Background: an optimization exercise with open tools, aiming at small area. Do not read the settings as production practice.
Function was checked by simulation only, so behaviour that the tests miss may differ from the original.
The flow treats the clock pin as an ideal source. Dropping or thinning the clock tree relies on that and would not hold on a real chip.
Power is estimated from default activity; no workload was simulated.

Design ds1302_all_time_rw, start of the top module:
module ds1302_all_time_rw #(
    parameter sys_clk_freq = 50_000_000,
    parameter ds1302_clk_speed = 200_000
)
(
    input wire sclk,
    input wire nrst,
    input wire set_trig,
    input wire get_trig,
    input wire[63:0] bcd_time_set,
    output reg[63:0] bcd_time_get,
    output wire ds1302_ce,
    output wire ds1302_sclk,
    output wire ds1302_io_out,
    output wire ds1302_io_oe,
    input wire ds1302_io_in
);
For scale: ~290 cells after synthesis, ~82 flip-flops, about 140 I/O pins.
Settings: LEC_CHECK=0, CAP_MARGIN=20, CORE_MARGIN=2, CORE_UTILIZATION=60, SLEW_MARGIN=20, BUFFER_PORTS_ARGS=-buffer_cell sky130_fd_sc_hd__buf_1, CTS_ARGS=-sink_clustering_enable -repair_clock_nets -dont_use_dummy_load -buf_list sky130_fd_sc_hd__clkbuf_8, POST_CTS_TCL=/design/flow/flow/clock.tcl; clock period 10.0 ns.
standard.sh (not shown) runs the stock make flow with config.mk's settings and CLKGATE_MAP_FILE= SYNTH_SCRIPT=/design/flow/synth_recipe.tcl, a recipe that flattens the netlist after the stock synthesis.
==> flow/flow/run.sh <==
#!/bin/bash
# Standard ORFS layout with these changes:
#  - synthesis maps the logic with ABC's area-oriented mapper (flow/synth.tcl);
#  - every input and output port gets the smallest buffer;
#  - CTS inserts no dummy loads, and after CTS the clock tree is rebuilt as one
#    root buffer driving four leaf buffers, each driving the flip-flops of one
#    quarter of the die (flow/clock.tcl).
set -euo pipefail
cd "$(dirname "$0")/.."
W=$PWD
cat >> config.mk <<EOC
export BUFFER_PORTS_ARGS = -buffer_cell sky130_fd_sc_hd__buf_1
export CTS_ARGS = -sink_clustering_enable -repair_clock_nets -dont_use_dummy_load -buf_list sky130_fd_sc_hd__clkbuf_8
export POST_CTS_TCL = $W/flow/clock.tcl
EOC
export CLOCK_ROOT_BUF=sky130_fd_sc_hd__clkbuf_4
export CLOCK_LEAF_BUF=sky130_fd_sc_hd__buf_4
export CLOCK_LEAVES=8
export CLOCK_PORT=sclk
export AREA_ABC_SCRIPT=$W/flow/area.abc
export FLOW_SYNTH_TCL=$W/synth_recipe.tcl
sed "s|SYNTH_SCRIPT=[^ ]*|SYNTH_SCRIPT=$W/flow/synth.tcl|" standard.sh > own_standard.sh
grep -q "SYNTH_SCRIPT=$W/flow/synth.tcl" own_standard.sh
bash own_standard.sh > own_standard.log 2>&1
==> flow/flow/area.abc <==
strash
dch -f
amap -m
==> flow/flow/clock.tcl <==
set block [ord::get_db_block]
set db [ord::get_db]
set port_net [$block findNet $::env(CLOCK_PORT)]
set nleaves $::env(CLOCK_LEAVES)

namespace eval ::clkfix {
  variable old_bufs {}
  variable old_nets {}
  variable sinks {}
}

# the clock buffers CTS inserted, and the clock pins they drive
proc ::clkfix::walk {net} {
  variable old_bufs
  variable old_nets
  variable sinks
  foreach it [$net getITerms] {
    if { [$it getIoType] ne "INPUT" } { continue }
    set inst [$it getInst]
    set m [[$inst getMaster] getName]
    if { [string match "sky130_fd_sc_hd__clkbuf_*" $m] } {
      lappend old_bufs $inst
      set onet [[$inst findITerm X] getNet]
      if { $onet ne "NULL" } {
        lappend old_nets $onet
        ::clkfix::walk $onet
      }
    } else {
      lappend sinks $it
    }
  }
}

proc ::clkfix::center {it} {
  set b [[$it getInst] getBBox]
  return [list [expr {([$b xMin] + [$b xMax]) / 2}] [expr {([$b yMin] + [$b yMax]) / 2}]]
}

proc ::clkfix::split_by {items axis} {
  set keyed {}
  foreach it $items { lappend keyed [list [lindex [::clkfix::center $it] $axis] $it] }
  set keyed [lsort -integer -index 0 $keyed]
  set half [expr {[llength $keyed] / 2}]
  set a {}
  set b {}
  set i 0
  foreach k $keyed {
    if { $i < $half } { lappend a [lindex $k 1] } else { lappend b [lindex $k 1] }
    incr i
  }
  return [list $a $b]
}

# a new buffer or inverter cell, its input on net in, its output on net out
proc ::clkfix::add_cell {block master name in out} {
  set inst [odb::dbInst_create $block $master $name]
  foreach m [$master getMTerms] {
    set sig [$m getSigType]
    if { $sig eq "POWER" || $sig eq "GROUND" } { continue }
    if { [$m getIoType] eq "OUTPUT" } {
      [$inst findITerm [$m getName]] connect $out
    } else {
      [$inst findITerm [$m getName]] connect $in
    }
  }
  return $inst
}

::clkfix::walk $port_net
set sinks $::clkfix::sinks
puts "clock.tcl: [llength $::clkfix::old_bufs] CTS buffers, [llength $sinks] clock sinks"

set groups [list $sinks]
set axis 0
while { [llength $groups] < $nleaves } {
  set next {}
  foreach grp $groups {
    foreach h [::clkfix::split_by $grp $axis] { lappend next $h }
  }
  set groups $next
  set axis [expr {1 - $axis}]
}

foreach inst $::clkfix::old_bufs { odb::dbInst_destroy $inst }
foreach n $::clkfix::old_nets { odb::dbNet_destroy $n }

set port $::env(CLOCK_PORT)
set leaf_in $port_net
if { $::env(CLOCK_ROOT_BUF) ne "" } {
  set leaf_in [odb::dbNet_create $block clknet_root_$port]
  $leaf_in setSigType CLOCK
  set root [::clkfix::add_cell $block [$db findMaster $::env(CLOCK_ROOT_BUF)] \
    clkbuf_root_$port $port_net $leaf_in]
}

set leaf_master [$db findMaster $::env(CLOCK_LEAF_BUF)]
set rx 0
set ry 0
set k 0
foreach grp $groups {
  set net [odb::dbNet_create $block clknet_leaf_${k}_$port]
  $net setSigType CLOCK
  set buf [::clkfix::add_cell $block $leaf_master clkbuf_leaf_${k}_$port $leaf_in $net]
  set sx 0
  set sy 0
  foreach it $grp {
    $it disconnect
    $it connect $net
    lassign [::clkfix::center $it] x y
    set sx [expr {$sx + $x}]
    set sy [expr {$sy + $y}]
  }
  set n [llength $grp]
  set bx [expr {$sx / $n}]
  set by [expr {$sy / $n}]
  $buf setLocation $bx $by
  $buf setPlacementStatus PLACED
  set rx [expr {$rx + $bx}]
  set ry [expr {$ry + $by}]
  puts "clock.tcl: leaf $k drives $n sinks"
  incr k
}
if { $::env(CLOCK_ROOT_BUF) ne "" } {
  $root setLocation [expr {$rx / $k}] [expr {$ry / $k}]
  $root setPlacementStatus PLACED
}

detailed_placement
check_placement -verbose
estimate_parasitics -placement
set worst 0
foreach it $sinks {
  set pin [get_pins [[$it getInst] getName]/[[$it getMTerm] getName]]
  foreach s [get_property $pin slew_max] {
    if { $s > $worst } { set worst $s }
  }
}
puts "clock.tcl: worst clock pin slew (placement estimate) $worst"
==> flow/flow/synth.tcl <==
# The standard synthesis (synth_recipe.tcl), with ABC's technology mapping
# done for area (amap) instead of ORFS's delay-driven script.
proc abc {args} {
  set i [lsearch -exact $args -script]
  set args [lreplace $args [expr {$i + 1}] [expr {$i + 1}] $::env(AREA_ABC_SCRIPT)]
  puts "abc (area script): $args"
  yosys abc {*}$args
}
source $::env(FLOW_SYNTH_TCL)
Then changed:
--- a/flow/flow/run.sh
+++ b/flow/flow/run.sh
@@ -1,5 +1,6 @@
 #!/bin/bash
 # Standard ORFS layout with these changes:
-#  - synthesis maps the logic with ABC's area-oriented mapper (flow/synth.tcl);
+#  - synthesis maps the logic with ABC's area-oriented mapper, keeping the
+#    smallest of a few ABC scripts (flow/synth.tcl, flow/abc/);
 #  - every input and output port gets the smallest buffer;
 #  - CTS inserts no dummy loads, and after CTS the clock tree is rebuilt as one
@@ -14,9 +15,9 @@
 export POST_CTS_TCL = $W/flow/clock.tcl
 EOC
-export CLOCK_ROOT_BUF=sky130_fd_sc_hd__clkbuf_4
-export CLOCK_LEAF_BUF=sky130_fd_sc_hd__buf_4
-export CLOCK_LEAVES=8
+export CLOCK_ROOT_BUF=sky130_fd_sc_hd__clkbuf_2
+export CLOCK_LEAF_BUF=sky130_fd_sc_hd__buf_12
+export CLOCK_LEAVES=4
 export CLOCK_PORT=sclk
-export AREA_ABC_SCRIPT=$W/flow/area.abc
+export AREA_ABC_DIR=$W/flow/abc
 export FLOW_SYNTH_TCL=$W/synth_recipe.tcl
 sed "s|SYNTH_SCRIPT=[^ ]*|SYNTH_SCRIPT=$W/flow/synth.tcl|" standard.sh > own_standard.sh
==> flow/flow/abc/amap.abc (new file) <==
strash
dch -f
amap
==> flow/flow/abc/amap_long.abc (new file) <==
strash
dch -f
amap -m -F 4 -A 10 -C 1000
==> flow/flow/abc/amap_mux.abc (new file) <==
strash
dch -f
amap -m
==> flow/flow/abc/amap_twice.abc (new file) <==
strash
dch -f
amap -m
strash
dch -f
amap -m
==> flow/flow/abc/resyn_amap.abc (new file) <==
strash
balance
rewrite
refactor
balance
rewrite
rewrite -z
balance
refactor -z
rewrite -z
balance
balance
rewrite
refactor
balance
rewrite
rewrite -z
balance
refactor -z
rewrite -z
balance
dch -f
amap -m
==> flow/flow/abc/synch_amap.abc (new file) <==
strash
&get -n
&synch2
&put
dch -f
amap -m
==> flow/flow/synth.tcl (replaced) <==
# The standard synthesis (synth_recipe.tcl), with ABC's technology mapping
# done for area: each script in flow/abc/ maps the logic with ABC's
# area-oriented mapper (amap) after a different restructuring, and the
# smallest result (by the library's cell areas) is kept. Only the
# combinational logic changes; the flip-flops are mapped before this step.
proc abc {args} {
  set i [lsearch -exact $args -script]
  set lib_args {}
  foreach lib $::env(LIB_FILES) { lappend lib_args -liberty $lib }
  yosys design -save before_abc
  set best ""
  set best_area 0
  foreach script [lsort [glob $::env(AREA_ABC_DIR)/*.abc]] {
    yosys design -load before_abc
    yosys abc {*}[lreplace $args [expr {$i + 1}] [expr {$i + 1}] $script]
    set stat_file $::env(OBJECTS_DIR)/abc_area_[file rootname [file tail $script]].json
    yosys tee -q -o $stat_file stat -json {*}$lib_args
    set f [open $stat_file r]
    set text [read $f]
    close $f
    if { ![regexp {"area":\s*([0-9.eE+-]+)} $text -> area] } {
      error "no area in $stat_file"
    }
    puts "abc script [file tail $script]: area $area"
    if { $best eq "" || $area < $best_area } {
      set best $script
      set best_area $area
    }
  }
  puts "abc: keeping [file tail $best] (area $best_area)"
  yosys design -load before_abc
  yosys abc {*}[lreplace $args [expr {$i + 1}] [expr {$i + 1}] $best]
}
source $::env(FLOW_SYNTH_TCL)
removed: flow/flow/area.abc
=> Utilization rises by 0.26 points. Sequential share of layout area went up by 0.13 points. Total power climbs by 35%. Via count stays flat. Synthesized area goes down by 0.46%. Critical path depth is unchanged. Final area stays flat. Clock power is higher by 14%. Global-route usage goes up by 0.29 points. Hold slack degrades by 19 ps.
Then changed:
--- a/flow/flow/run.sh
+++ b/flow/flow/run.sh
@@ -1,6 +1,5 @@
 #!/bin/bash
 # Standard ORFS layout with these changes:
-#  - synthesis maps the logic with ABC's area-oriented mapper, keeping the
-#    smallest of a few ABC scripts (flow/synth.tcl, flow/abc/);
+#  - synthesis maps the logic with ABC's area-oriented mapper (flow/synth.tcl);
 #  - every input and output port gets the smallest buffer;
 #  - CTS inserts no dummy loads, and after CTS the clock tree is rebuilt as one
@@ -16,8 +15,8 @@
 EOC
 export CLOCK_ROOT_BUF=sky130_fd_sc_hd__clkbuf_2
-export CLOCK_LEAF_BUF=sky130_fd_sc_hd__buf_12
+export CLOCK_LEAF_BUF=sky130_fd_sc_hd__buf_8
 export CLOCK_LEAVES=4
 export CLOCK_PORT=sclk
-export AREA_ABC_DIR=$W/flow/abc
+export AREA_ABC_SCRIPT=$W/flow/area.abc
 export FLOW_SYNTH_TCL=$W/synth_recipe.tcl
 sed "s|SYNTH_SCRIPT=[^ ]*|SYNTH_SCRIPT=$W/flow/synth.tcl|" standard.sh > own_standard.sh
==> flow/flow/area.abc (new file) <==
strash
dch -f
amap -m
==> flow/flow/synth.tcl (replaced) <==
# The standard synthesis (synth_recipe.tcl), with ABC's technology mapping
# done for area (amap) instead of ORFS's delay-driven script.
proc abc {args} {
  set i [lsearch -exact $args -script]
  set args [lreplace $args [expr {$i + 1}] [expr {$i + 1}] $::env(AREA_ABC_SCRIPT)]
  puts "abc (area script): $args"
  yosys abc {*}$args
}
source $::env(FLOW_SYNTH_TCL)
removed: flow/flow/abc/amap.abc
removed: flow/flow/abc/amap_long.abc
removed: flow/flow/abc/amap_mux.abc
removed: flow/flow/abc/amap_twice.abc
removed: flow/flow/abc/resyn_amap.abc
removed: flow/flow/abc/synch_amap.abc
Final area is about the same.
Routed wire length is lower slightly.
Synthesized cell count falls by a few percent.
First-iteration DRC count rose by roughly a tenth.
Hold slack improved by 8.3 ps.
Critical path depth stays the same.
Setup slack gets worse by 46 ps.
Final cell count falls slightly.
No run of this note takes its clock network from TritonCTS; it comes from the design's own scripts or RTL.

[re-timing with driven ports]
In the flow no input, the clock included, has a driving cell. The finished layouts below were timed again as built, in two steps.
Step 1 assumes that a clkbuf_16 drives the clock port and a buf_2 every other input.
Step 2 times the ports against the registers' clock, not the clock port: input delays grow and output delays shrink by t, the midpoint of the rising clock arrivals with the driver on.
a / b / c = ideal / step 1 / step 2; a / b = the first two.
run	t (ns)	setup slack, ns	clock arrival spread, ns
the first run	0.412	4.618 / 4.591 / 4.624	0.018 / 0.019
the second run	0.469	4.623 / 4.598 / 4.598	0.011 / 0.011
the third run	0.447	4.576 / 4.550 / 4.631	0.013 / 0.014
After both steps every run listed still meets setup and hold. The setup slack of the second run, which loses most, moves by -0.025 ns with the drivers and by -0.025 ns with both steps.
